This is an optimization exercise on Yosys and OpenROAD, whose aim is small area and a short achievable clock period, not a production implementation. Where RTL was checked, it was by simulation tests only, not by an equivalence proof against the original. Power figures rest on the tool's default switching activity, not on a simulated workload.

==> v5: inputs <==
==> flow/design.v (excerpt) <==
module mult32x32 (
  input              i_clk     ,
  input              i_rstn    ,
  input  wire        i_multa_ns,
  input  wire        i_multb_ns,
  input  wire [31:0] i_multa   ,
  input  wire [31:0] i_multb   ,
  output wire [63:0] o_product
);
wire n1 = i_multa_ns & i_multa[31];
wire n2 = i_multb_ns & i_multb[31];
wire g3 = i_multa[1] & i_multa[0];
wire p4 = i_multa[1] ^ i_multa[0];
wire g5 = i_multa[2] & i_multa[1];
wire p6 = i_multa[2] ^ i_multa[1];
wire g7 = i_multa[3] & i_multa[2];
wire p8 = i_multa[3] ^ i_multa[2];
wire g9 = i_multa[4] & i_multa[3];
wire p10 = i_multa[4] ^ i_multa[3];
wire g11 = i_multa[5] & i_multa[4];
wire p12 = i_multa[5] ^ i_multa[4];
wire g13 = i_multa[6] & i_multa[5];
wire p14 = i_multa[6] ^ i_multa[5];
wire g15 = i_multa[7] & i_multa[6];
wire p16 = i_multa[7] ^ i_multa[6];
wire g17 = i_multa[8] & i_multa[7];
wire p18 = i_multa[8] ^ i_multa[7];
wire g19 = i_multa[9] & i_multa[8];
wire p20 = i_multa[9] ^ i_multa[8];
wire g21 = i_multa[10] & i_multa[9];
wire p22 = i_multa[10] ^ i_multa[9];
wire g23 = i_multa[11] & i_multa[10];
wire p24 = i_multa[11] ^ i_multa[10];
wire g25 = i_multa[12] & i_multa[11];
wire p26 = i_multa[12] ^ i_multa[11];
wire g27 = i_multa[13] & i_multa[12];
wire p28 = i_multa[13] ^ i_multa[12];
wire g29 = i_multa[14] & i_multa[13];
wire p30 = i_multa[14] ^ i_multa[13];
wire g31 = i_multa[15] & i_multa[14];
wire p32 = i_multa[15] ^ i_multa[14];
wire g33 = i_multa[16] & i_multa[15];
wire p34 = i_multa[16] ^ i_multa[15];
wire g35 = i_multa[17] & i_multa[16];
wire p36 = i_multa[17] ^ i_multa[16];
wire g37 = i_multa[18] & i_multa[17];
wire p38 = i_multa[18] ^ i_multa[17];
wire g39 = i_multa[19] & i_multa[18];
wire p40 = i_multa[19] ^ i_multa[18];
wire g41 = i_multa[20] & i_multa[19];
wire p42 = i_multa[20] ^ i_multa[19];
wire g43 = i_multa[21] & i_multa[20];
wire p44 = i_multa[21] ^ i_multa[20];
wire g45 = i_multa[22] & i_multa[21];
wire p46 = i_multa[22] ^ i_multa[21];
wire g47 = i_multa[23] & i_multa[22];
wire p48 = i_multa[23] ^ i_multa[22];
  ...
==> flow/config.mk <==
export PLATFORM = sky130hd
export DESIGN_NAME = mult32x32
export DESIGN_NICKNAME = mult32x32
export VERILOG_FILES = /design/flow/design.v
export SDC_FILE = /design/flow/constraint.sdc
export NUM_CORES = 4
export LEC_CHECK = 0
export CAP_MARGIN = 20
export CORE_MARGIN = 2
export CORE_UTILIZATION = 40
export PLACE_DENSITY = 0.85
export SETUP_SLACK_MARGIN = 2.0
export SLEW_MARGIN = 20
export SYNTH_HIERARCHICAL = 1
export TNS_END_PERCENT = 100
==> flow/constraint.sdc <==
create_clock -name core_clock -period 4.0 [get_ports {i_clk}]
set_input_delay 0.8000 -clock core_clock [delete_from_list [all_inputs] [get_ports {i_clk}]]
set_output_delay 0.8000 -clock core_clock [all_outputs]
set_load 0.01 [all_outputs]
standard.sh (not shown) runs the stock make flow with config.mk's settings and CLKGATE_MAP_FILE= SYNTH_SCRIPT=/design/flow/synth_recipe.tcl, a recipe that flattens the netlist after the stock synthesis.
==> flow/flow/run.sh <==
#!/bin/bash
set -euo pipefail
export CTS_ARGS="-sink_clustering_enable -repair_clock_nets -dont_use_dummy_load"
bash standard.sh > standard.log 2>&1
==> v9 (differences from v5) <==
==> flow/flow/run.sh (replaced) <==
#!/bin/bash
set -euo pipefail
export CTS_ARGS="-sink_clustering_enable -repair_clock_nets -dont_use_dummy_load -sink_clustering_size 20 -sink_clustering_max_diameter 100"
bash standard.sh > standard.log 2>&1
==> comparison <==
- Clock skew: v5 is higher than v9 (0.0080 ns).
- In combinational power, v5 and v9 hardly differ.
- Against v5, the core utilization of v9 is lower by 0.58 points.
- Between v9 and v5, the lower maximum frequency is in v9 (gap 1.4%, measured against v5).
- In v5 the global-route usage is higher than in v9, by 0.53 points.
- Against v5, the worst setup slack of v9 is lower by 0.028 ns.
- Sequential cell count is the same in v9 and v5.
- v5 produced a clean layout. v9 passed the timing, design-rule and antenna checks.

========
==> zinc: inputs <==
Another version of the RTL of mult32x32 (not shown whole).
==> flow/config.mk <==
export PLATFORM = sky130hd
export DESIGN_NAME = mult32x32
export DESIGN_NICKNAME = mult32x32
export VERILOG_FILES = /design/flow/design.v
export SDC_FILE = /design/flow/constraint.sdc
export NUM_CORES = 4
export LEC_CHECK = 0
export CAP_MARGIN = 20
export CORE_MARGIN = 2
export CORE_UTILIZATION = 60
export PLACE_DENSITY = 0.75
export SETUP_SLACK_MARGIN = 1.9
export SLEW_MARGIN = 20
export TNS_END_PERCENT = 100
==> flow/constraint.sdc <==
create_clock -name core_clock -period 4.0 [get_ports {i_clk}]
set_input_delay 0.8000 -clock core_clock [delete_from_list [all_inputs] [get_ports {i_clk}]]
set_output_delay 0.8000 -clock core_clock [all_outputs]
set_load 0.01 [all_outputs]
run.sh (not shown) runs the stock make flow with config.mk's settings and CLKGATE_MAP_FILE= SYNTH_SCRIPT=/design/flow/synth_recipe.tcl, a recipe that flattens the netlist after the stock synthesis.
Stock flow here: none of the scripts above is used.
==> garnet: changes against zinc <==
- CORE_UTILIZATION: 60 -> 40
- PLACE_DENSITY: 0.75 -> not set
==> summary of the runs <==
- zinc went through all stages and came out clean. garnet completed without violations.
- Clock-buffer cell count: zinc is lower than garnet (36).
- Clock skew: garnet is higher than zinc (0.038 ns).
- In flip-flop and latch count, garnet and zinc do not differ.
- Against zinc, the maximum frequency of garnet is higher by about 0.9%.
- Setup slack: zinc is worse than garnet (0.019 ns).
- In clock power, garnet and zinc hardly differ.
- Of garnet and zinc, zinc has the higher first-iteration DRC count (gap 25%, measured against zinc).
- Synthesized cell count is the same in zinc and garnet.
- Global-route usage: garnet is lower than zinc (10 points).
- Between zinc and garnet, the lower core utilization is in garnet (gap 25 points).
==> figures <==
Run status: zinc timing/DRC/antenna clean; garnet timing/DRC/antenna clean
Worst-case vdd ir drop: zinc 0.443 mV; garnet 0.391 mV
Die outline height: zinc 288 µm; garnet 352 µm
Buffers outside the clock class: zinc 395; garnet 361
Top power consumer group: zinc combinational logic; garnet sequential cells
Seq. pwr: zinc 17.8 mW; garnet 17.7 mW
Peak fanout along the critical path: zinc 5; garnet 8
Multi-input gate share of the layout cell area: zinc 0.436; garnet 0.433
Slowest Stage Delay on Critical Path: zinc 0.44 ns; garnet 0.50 ns
Pre-antenna DRT Iters: zinc 6; garnet 5
Floorplan row count: zinc 104; garnet 127
Worst Setup Slack, final: zinc 1.85 ns; garnet 1.87 ns
Slew headroom: zinc 0.330; garnet 0.377
TAP cells: zinc 1060; garnet 1612
Ratio of final minimum period to clock period: zinc 0.536; garnet 0.532
Nonclk inv count: zinc 537; garnet 535
Clock group share of total power: zinc 0.233; garnet 0.237
All-layer global routing usage: zinc 0.338; garnet 0.236
Routed via count: zinc 32500; garnet 31100
Register-to-register setup slack: zinc 1.85 ns; garnet 1.87 ns
Cell Pwr Density: zinc 772 nW/µm²; garnet 759 nW/µm²
# fillers: zinc 5044; garnet 10400
No run of this note included a check of the RTL's function; only the layout flow was run.

========
==> inputs of job 385 <==
RTL: one of the versions met above, not the one the previous note started from.
Settings: LEC_CHECK=0, CAP_MARGIN=20, CORE_MARGIN=2, CORE_UTILIZATION=40, GPL_ROUTABILITY_DRIVEN=0, PLACE_DENSITY=0.75, SETUP_SLACK_MARGIN=2.0, SLEW_MARGIN=20, SYNTH_HIERARCHICAL=1, TNS_END_PERCENT=100; clock period 4.0 ns.
standard.sh (not shown) runs the stock make flow with config.mk's settings and CLKGATE_MAP_FILE= SYNTH_SCRIPT=/design/flow/synth_recipe.tcl, a recipe that flattens the netlist after the stock synthesis.
==> flow/flow/run.sh <==
#!/bin/bash
set -euo pipefail
export CTS_ARGS="-sink_clustering_enable -repair_clock_nets -dont_use_dummy_load"
bash standard.sh > standard.log 2>&1
==> inputs of job 2881, as changes to job 385 <==
==> flow/run.sh (new file) <==
#!/bin/bash
# synth_recipe.tcl (not shown) runs the flow's synth.tcl, then flattens the netlist and writes it again
# the make line also repeats each setting of config.mk as NAME=value (left out here)
make -C /OpenROAD-flow-scripts/flow DESIGN_CONFIG=/design/flow/config.mk WORK_HOME=/design/flow/orfs CLKGATE_MAP_FILE= SYNTH_SCRIPT=/design/flow/synth_recipe.tcl finish
- GPL_ROUTABILITY_DRIVEN: 0 -> not set
- PLACE_DENSITY: 0.75 -> not set
- SETUP_SLACK_MARGIN: 2.0 -> 2.2
removed: flow/flow/run.sh
removed: flow/standard.sh
==> inputs of job 7013, as changes to job 385 <==
- GPL_ROUTABILITY_DRIVEN: 0 -> not set
- PLACE_DENSITY: 0.75 -> 0.85
- SETUP_SLACK_MARGIN: 2.0 -> 2.05
==> notes <==
Between job 2881 and job 7013, the lower clock power is in job 7013 (gap about 33%, measured against job 7013). Critical path depth is the same in job 7013 and job 385. The highest count of clock-buffer cells in the layout belongs to job 2881, the lowest to job 7013. In job 385 the combinational power is lower than in job 7013, by about 5%. Register-to-register slack: job 7013 is better than job 385 (0.06 ns). Synthesized cell count is the same in job 7013 and job 385. The lowest wire length belongs to job 385, the highest to job 2881. In job 7013 the final area is higher than in job 385, by about 1%. In maximum frequency, job 385 and job 2881 hardly differ.
==> figures <==
metric                                                                    job 385        job 7013        job 2881
Switching pwr                                                            12.70 mW        13.36 mW        13.98 mW
Fraction of the core area covered by cells at the end of the flow          44.94%          45.40%          51.86%
Routed wire per std cell                                            23.52 microns   25.25 microns   28.62 microns
Clock Skews                                                            0.08013 ns      0.07061 ns      0.04341 ns
Number of inserted filler cells in the final layout                         9,899           9,629           9,314
Critical Path AT                                                          2.57 ns         2.48 ns         2.57 ns
Total design power                                                       36.88 mW        37.83 mW        40.71 mW
Cell Count, Final, Fillers Out                                              5,077           5,076           5,497
Outcome                                                            finished clean  finished clean  finished clean
Multi-input logic portion of the cell area                                 47.95%          47.67%          43.40%
Final weighted congestion in routability-driven placement                       -          0.9412          0.8560
Number of antenna repair diodes                                                 2               0               6
Worst rel slew slack                                                       47.74%          33.11%          45.50%
Required arrival time at the worst endpoint                               4.52 ns         4.50 ns         4.53 ns
Beginning of the worst register-to-register path                           s1_330          s1_334          s1_438
Non-clock buffer instance count of the final layout                           280             282             605
Routed length on met2                                              50,900 microns  57,510 microns  60,750 microns
Worst slew pin tran                                                     0.7829 ns        1.003 ns       0.8176 ns
Minimum clock period                                                     2.044 ns        1.983 ns        2.047 ns

========
==> inputs of build 30 <==
Starting RTL as in the previous note.
==> flow/design.v (excerpt) <==
module mult32x32 (
  input              i_clk     ,
  input              i_rstn    ,
  input  wire        i_multa_ns,
  input  wire        i_multb_ns,
  input  wire [31:0] i_multa   ,
  input  wire [31:0] i_multb   ,
  output wire [63:0] o_product
);
export LEC_CHECK = 0
export CAP_MARGIN = 20
export CORE_MARGIN = 2
export CORE_UTILIZATION = 40
export CTS_CLUSTER_DIAMETER = 60
export CTS_CLUSTER_SIZE = 25
export SETUP_SLACK_MARGIN = 2.0
export SLEW_MARGIN = 20
export SYNTH_HIERARCHICAL = 1
export TNS_END_PERCENT = 100
create_clock -name core_clock -period 4.0 [get_ports {i_clk}]
run.sh (not shown) runs the stock make flow with config.mk's settings and CLKGATE_MAP_FILE= SYNTH_SCRIPT=/design/flow/synth_recipe.tcl, a recipe that flattens the netlist after the stock synthesis.
Stock flow here: none of the scripts above is used.
==> build 60 (differences from build 30) <==
==> flow/flow/run.sh (new file) <==
#!/bin/bash
set -euo pipefail
export CTS_ARGS="-sink_clustering_enable -repair_clock_nets -dont_use_dummy_load"
bash standard.sh > standard.log 2>&1
==> flow/standard.sh (new file) <==
#!/bin/bash
# synth_recipe.tcl (not shown) runs the flow's synth.tcl, then flattens the netlist and writes it again
# the make line also repeats each setting of config.mk as NAME=value (left out here)
make -C /OpenROAD-flow-scripts/flow DESIGN_CONFIG=/design/flow/config.mk WORK_HOME=/design/flow/orfs CLKGATE_MAP_FILE= SYNTH_SCRIPT=/design/flow/synth_recipe.tcl "${@:-finish}"
CORE_UTILIZATION = 60   (was 40)
CTS_CLUSTER_DIAMETER = default   (was 60)
CTS_CLUSTER_SIZE = default   (was 25)
PLACE_DENSITY = 0.85   (was default)
removed: flow/run.sh
==> build 41 (differences from build 30) <==
CTS_CLUSTER_DIAMETER = default   (was 60)
CTS_CLUSTER_SIZE = default   (was 25)
SETUP_SLACK_MARGIN = 1.8   (was 2.0)
==> comparison <==
Routed wire length, highest first: build 30, build 41, build 60.
Against build 30, the fmax of build 41 is smaller by 9.8%.
Sequential power is about the same in build 41 and build 30.
Via count: build 60 is larger than build 41 (about 3%).

========
==> trial 30: inputs <==
Starting RTL as in the previous note.
export LEC_CHECK = 0
export CAP_MARGIN = 20
export CORE_MARGIN = 2
export CORE_UTILIZATION = 40
export SETUP_SLACK_MARGIN = 2.0
export SLEW_MARGIN = 20
export SYNTH_HIERARCHICAL = 1
export TNS_END_PERCENT = 100
create_clock -name core_clock -period 4.0 [get_ports {i_clk}]
standard.sh (not shown) runs the stock make flow with config.mk's settings and CLKGATE_MAP_FILE= SYNTH_SCRIPT=/design/flow/synth_recipe.tcl, a recipe that flattens the netlist after the stock synthesis.
==> flow/flow/run.sh <==
#!/bin/bash
set -euo pipefail
export CTS_ARGS="-sink_clustering_enable -repair_clock_nets -dont_use_dummy_load"
bash standard.sh > standard.log 2>&1
==> inputs of build 18, as changes to trial 30 <==
PLACE_DENSITY = 0.95   (was default)
==> comparison table <==
| quantity | build 18 | trial 30 |
|---|---|---|
| Number of fill cells in the layout | 9441 | 10165 |
| Wire length of the first global-routing pass | 195 mm | 188 mm |
| Setup Buffers After CTS | 12 | 11 |
| Met1 GRT Util | 0.274 | 0.303 |
| Outcome | complete, no violations | complete, no violations |
| Clock power share | 0.187 | 0.208 |
| Final hold slack | 0.227 ns | 0.283 ns |
| Clock buffer count in the final layout | 87 | 99 |
| Final Total Pwr | 38.1 mW | 36.8 mW |
| Clock network share of area | 0.0429 | 0.0488 |
| Destination of the worst register-to-register timing path | s2_1148$_DFF_P_ | s2_1273$_DFF_P_ |
| Setup crit start | s1_278$_DFF_P_ | s1_484$_DFF_P_ |
| Buffering overhead | 0.0487 | 0.0473 |
| Power attributed to the clock group | 7.14 mW | 7.64 mW |
| Max-slew headroom | 0.332 | 0.456 |
| Largest fanout on the critical path | 33 | 18 |
| Cell area after placement | 0.0472 mm^2 | 0.0473 mm^2 |

========
==> run H: inputs <==
Starting RTL as in the previous note.
Settings: LEC_CHECK=0, CAP_MARGIN=20, CORE_MARGIN=2, CORE_UTILIZATION=40, PLACE_DENSITY=0.75, SETUP_SLACK_MARGIN=2.0, SLEW_MARGIN=20, SYNTH_HIERARCHICAL=1, TNS_END_PERCENT=100; clock period 4.0 ns.
Scripts as last shown in full above: flow/flow/run.sh
==> run R (differences from run H) <==
==> flow/run.sh (new file) <==
#!/bin/bash
# synth_recipe.tcl (not shown) runs the flow's synth.tcl, then flattens the netlist and writes it again
# the make line also repeats each setting of config.mk as NAME=value (left out here)
make -C /OpenROAD-flow-scripts/flow DESIGN_CONFIG=/design/flow/config.mk WORK_HOME=/design/flow/orfs CLKGATE_MAP_FILE= SYNTH_SCRIPT=/design/flow/synth_recipe.tcl finish
--- a/flow/config.mk
+++ b/flow/config.mk
@@ -9,6 +9,5 @@
 export CORE_MARGIN = 2
 export CORE_UTILIZATION = 40
-export PLACE_DENSITY = 0.75
-export SETUP_SLACK_MARGIN = 2.0
+export SETUP_SLACK_MARGIN = 1.9
 export SLEW_MARGIN = 20
 export SYNTH_HIERARCHICAL = 1
removed: flow/flow/run.sh
removed: flow/standard.sh
==> results.txt <==
| quantity | run R | run H |
|---|---|---|
| Outcome | complete, no violations | complete, no violations |
| Worst setup path start | s1_571 | s1_313 |
| Final routed wirelength across all metal layers | 128.3 mm | 121.5 mm |
| Relative contribution of sequential cells to total power | 42.6% | 44.4% |
| Global-route track usage on met3 | 6.350% | 6.428% |
| Largest incremental delay on the critical path | 690 ps | 830 ps |
| Clock transition at the register clock pins on the worst setup and hold paths after CTS | 70 ps | 60 ps |
| Worst setup path endpoint | s2_1273 | s2_1130 |
| Clock group | 0.00967 W | 0.00724 W |
| Post-DP Area | 0.04735 sq mm | 0.04721 sq mm |
| Placed cells | 4,951 | 4,933 |
| Layout clock area frac | 6.762% | 4.505% |
| Wire length of the first global-routing pass | 189.5 mm | 182.5 mm |
| Number of nets in the layout | 4,083 | 4,075 |
| DP HPWL | 83.94 mm | 81.33 mm |

[what the ideal ports hide]
Ports are ideal in the flow. The routed layouts listed here were re-timed in OpenROAD. Step 1: set_driving_cell puts a clkbuf_16 on i_clk and a buf_2 on each other input, an assumption about the parent block. Step 2 times the ports against the registers' clock, not the clock port: input delays grow and output delays shrink by t, the midpoint of the rising clock arrivals with the driver on. a / b / c = no drivers / after step 1 / after step 2; a / b = the first two.
run | shift t [ns] | setup WS [ns] | worst hold slack (ns) | clock arrival spread, ns
v5 | 0.699 | 1.996 / 1.973 / 1.341 | 0.266 / 0.241 / 0.266 | 0.076 / 0.077
v9 | 0.691 | 1.968 / 1.960 / 1.362 | 0.265 / 0.245 / 0.305 | 0.075 / 0.074
zinc | 0.746 | 1.854 / 1.828 / 1.081 | 0.171 / 0.127 / 0.308 | 0.030 / 0.031
garnet | 0.792 | 1.873 / 1.873 / 1.140 | 0.095 / 0.039 / 0.281 | 0.075 / 0.075
job 385 | 0.688 | 1.956 / 1.956 / 1.341 | 0.290 / 0.288 / 0.290 | 0.083 / 0.083
job 2881 | 0.774 | 1.953 / 1.953 / 1.423 | 0.218 / 0.176 / 0.312 | 0.058 / 0.057
job 7013 | 0.699 | 2.017 / 2.004 / 1.372 | 0.267 / 0.244 / 0.268 | 0.071 / 0.071
build 30 | 0.750 | 1.929 / 1.929 / 1.316 | 0.261 / 0.232 / 0.322 | 0.062 / 0.062
build 60 | 0.686 | 1.978 / 1.978 / 1.358 | 0.249 / 0.215 / 0.308 | 0.074 / 0.074
build 41 | 0.746 | 1.704 / 1.704 / 1.115 | 0.317 / 0.306 / 0.317 | 0.051 / 0.051
trial 30 | 0.712 | 1.928 / 1.928 / 1.342 | 0.283 / 0.280 / 0.283 | 0.099 / 0.098
build 18 | 0.716 | 1.913 / 1.913 / 1.301 | 0.227 / 0.201 / 0.255 | 0.095 / 0.095
run H | 0.706 | 1.964 / 1.964 / 1.371 | 0.229 / 0.216 / 0.307 | 0.049 / 0.049
run R | 0.746 | 1.896 / 1.886 / 1.236 | 0.299 / 0.253 / 0.308 | 0.057 / 0.057
After both steps every run listed still meets setup and hold. For zinc, which loses most, drivers alone change the setup slack by -0.026 ns; drivers and shift together by -0.773 ns.
